Source: an optimization exercise on an open RTL-to-GDS flow (aim: small area). Production flows keep margins and buffers that such runs may drop. RTL that was checked went through simulation tests only; none was proved equivalent to the original. No activity file was given, so power comes from the tool's default toggle rates.

==> module hex_to_decimal, before the edit <==
module hex_to_decimal(
	input		CLK,
	input		RST,
	input		INP_VALID,
	input	[15:0]	INP_HEX_DATA,
	output reg [15:0] OUT_DEC_DATA
);
reg	[13:0]	bin;
reg	[15:0]	acc;
reg	[3:0]	cnt;
wire	done = (cnt == 4'd1);
function [3:0] dbl;
	input [3:0] x;
	begin
		dbl[3] = x[3] | (x[2] & (x[1] | x[0]));
		dbl[2] = (x[3] & x[0]) | (x[2] & ~x[1] & ~x[0]);
		dbl[1] = (x[1] & (~x[2] | x[0])) | (x[3] & ~x[0]);
		dbl[0] = (~x[3] & ~x[2] & x[0]) | (x[2] & x[1] & ~x[0]) | (x[3] & ~x[0]);
	end
endfunction
wire	[3:0]	a0 = dbl(acc[3:0]);
wire	[3:0]	a1 = dbl(acc[7:4]);
wire	[3:0]	a2 = dbl(acc[11:8]);
wire	[3:0]	a3 = dbl(acc[15:12]);
wire	[15:0]	step = {a3[2:0], a2[3], a2[2:0], a1[3], a1[2:0], a0[3], a0[2:0], bin[13]};
always @(posedge CLK)
begin
	if(INP_VALID)
	begin
		bin	<=	INP_HEX_DATA[13:0];
		acc	<=	{14'h0, INP_HEX_DATA[15:14]};
	end
	else
	begin
		bin	<=	{bin[12:0], INP_HEX_DATA[0]};
		acc	<=	step;
	end
end
always @(posedge CLK or posedge RST)
begin
	if(RST)
	begin
		cnt		<=	4'h0;
		OUT_DEC_DATA	<=	16'h0000;
	end
	else
	begin
		if(INP_VALID)
			cnt	<=	4'hF;
		else if(cnt != 4'h0)
			cnt	<=	cnt - 4'h1;
		if(done)
			OUT_DEC_DATA	<=	acc;
	end
end
endmodule
export LEC_CHECK = 0
export CAP_MARGIN = 20
export CORE_MARGIN = 2
export CORE_UTILIZATION = 40
export SLEW_MARGIN = 20
create_clock -name core_clock -period 3.0 [get_ports {CLK}]
standard.sh (not shown) runs the stock make flow with config.mk's settings and CLKGATE_MAP_FILE= SYNTH_SCRIPT=/design/flow/synth_recipe.tcl, a recipe that flattens the netlist after the stock synthesis.
==> flow/flow/run.sh <==
#!/bin/bash
# Standard ORFS layout, with the smallest buffer on every port and a clock tree
# without dummy loads.
set -euo pipefail
bash standard.sh \
  "BUFFER_PORTS_ARGS=-buffer_cell sky130_fd_sc_hd__buf_1" \
  "CTS_ARGS=-sink_clustering_enable -repair_clock_nets -dont_use_dummy_load -buf_list sky130_fd_sc_hd__clkbuf_8" \
  finish > make_finish.log 2>&1
Next try:
==> flow/design.v (replaced) <==
module hex_to_decimal(
	input		CLK,
	input		RST,
	input		INP_VALID,
	input	[15:0]	INP_HEX_DATA,
	output reg [15:0] OUT_DEC_DATA
);
reg	[18:0]	sr;
reg	[3:0]	cnt;
wire	done = (cnt == 4'd14);
wire	en1 = (cnt >= 4'd3);
wire	en2 = (cnt >= 4'd7);
wire	en3 = (cnt >= 4'd11);
function [3:0] dbl;
	input [3:0] x;
	input en;
	begin
		if(en)
		begin
			dbl[3] = x[3] | (x[2] & (x[1] | x[0]));
			dbl[2] = (x[3] & x[0]) | (x[2] & ~x[1] & ~x[0]);
			dbl[1] = (x[1] & (~x[2] | x[0])) | (x[3] & ~x[0]);
			dbl[0] = (~x[3] & ~x[2] & x[0]) | (x[2] & x[1] & ~x[0]) | (x[3] & ~x[0]);
		end
		else
			dbl = x;
	end
endfunction
wire	[3:0]	d0 = dbl(sr[3:0], 1'b1);
wire	[3:0]	d1 = dbl(sr[7:4], en1);
wire	[3:0]	d2 = dbl(sr[11:8], en2);
wire	[3:0]	d3 = dbl(sr[15:12], en3);
wire	[18:0]	step = {sr[17:16], d3, d2, d1, d0, sr[18]};
always @(posedge CLK)
begin
	if(INP_VALID)
		sr	<=	{INP_HEX_DATA[13:0], 3'b000, INP_HEX_DATA[15:14]};
	else
		sr	<=	step;
end
always @(posedge CLK or posedge RST)
begin
	if(RST)
	begin
		cnt		<=	4'hF;
		OUT_DEC_DATA	<=	16'h0000;
	end
	else
	begin
		if(INP_VALID)
			cnt	<=	4'h0;
		else if(cnt != 4'hF)
			cnt	<=	cnt + 4'h1;
		if(done)
			OUT_DEC_DATA	<=	sr[15:0];
	end
end
endmodule
After rerunning:
- synthesized area came out lower by 5.6%
- non-clock buffer count rose by 1
- global-route usage came out higher by 1.5 points
- clock-buffer cell count does not change
- fmax increases by 9.4%
- critical path depth is lower by 1
- sequential power goes down by 15%
- setup slack improved by 0.16 ns
- sequential share of layout area falls by 5.8 points
- die area falls by about 5.3%
- design area decreases by 6.4%
No functional check of the RTL was part of the second run of this note.

## afterwards: timing with drivers on the ports
Ports are ideal in the flow. The routed layouts listed here were re-timed in OpenROAD.
Step 1: set_driving_cell puts a clkbuf_16 on CLK and a buf_2 on each other input, an assumption about the parent block.
Step 2, shift: input delay + t, output delay - t, t = (earliest + latest rising clock arrival at the registers) / 2. This alone moves slack from input paths to output paths.
a / b / c = ideal ports / drivers / drivers and shift; a / b = the first two.
run | t, ns | setup slack, ns | latest minus earliest clock arrival (ns)
the first run | 0.311 | 1.136 / 1.136 / 1.136 | 0.007 / 0.007
the second run | 0.307 | 1.296 / 1.296 / 1.121 | 0.017 / 0.017
After both steps every run listed still meets setup and hold. The setup slack of the second run, which loses most, moves by 0.000 ns with the drivers and by -0.175 ns with both steps.
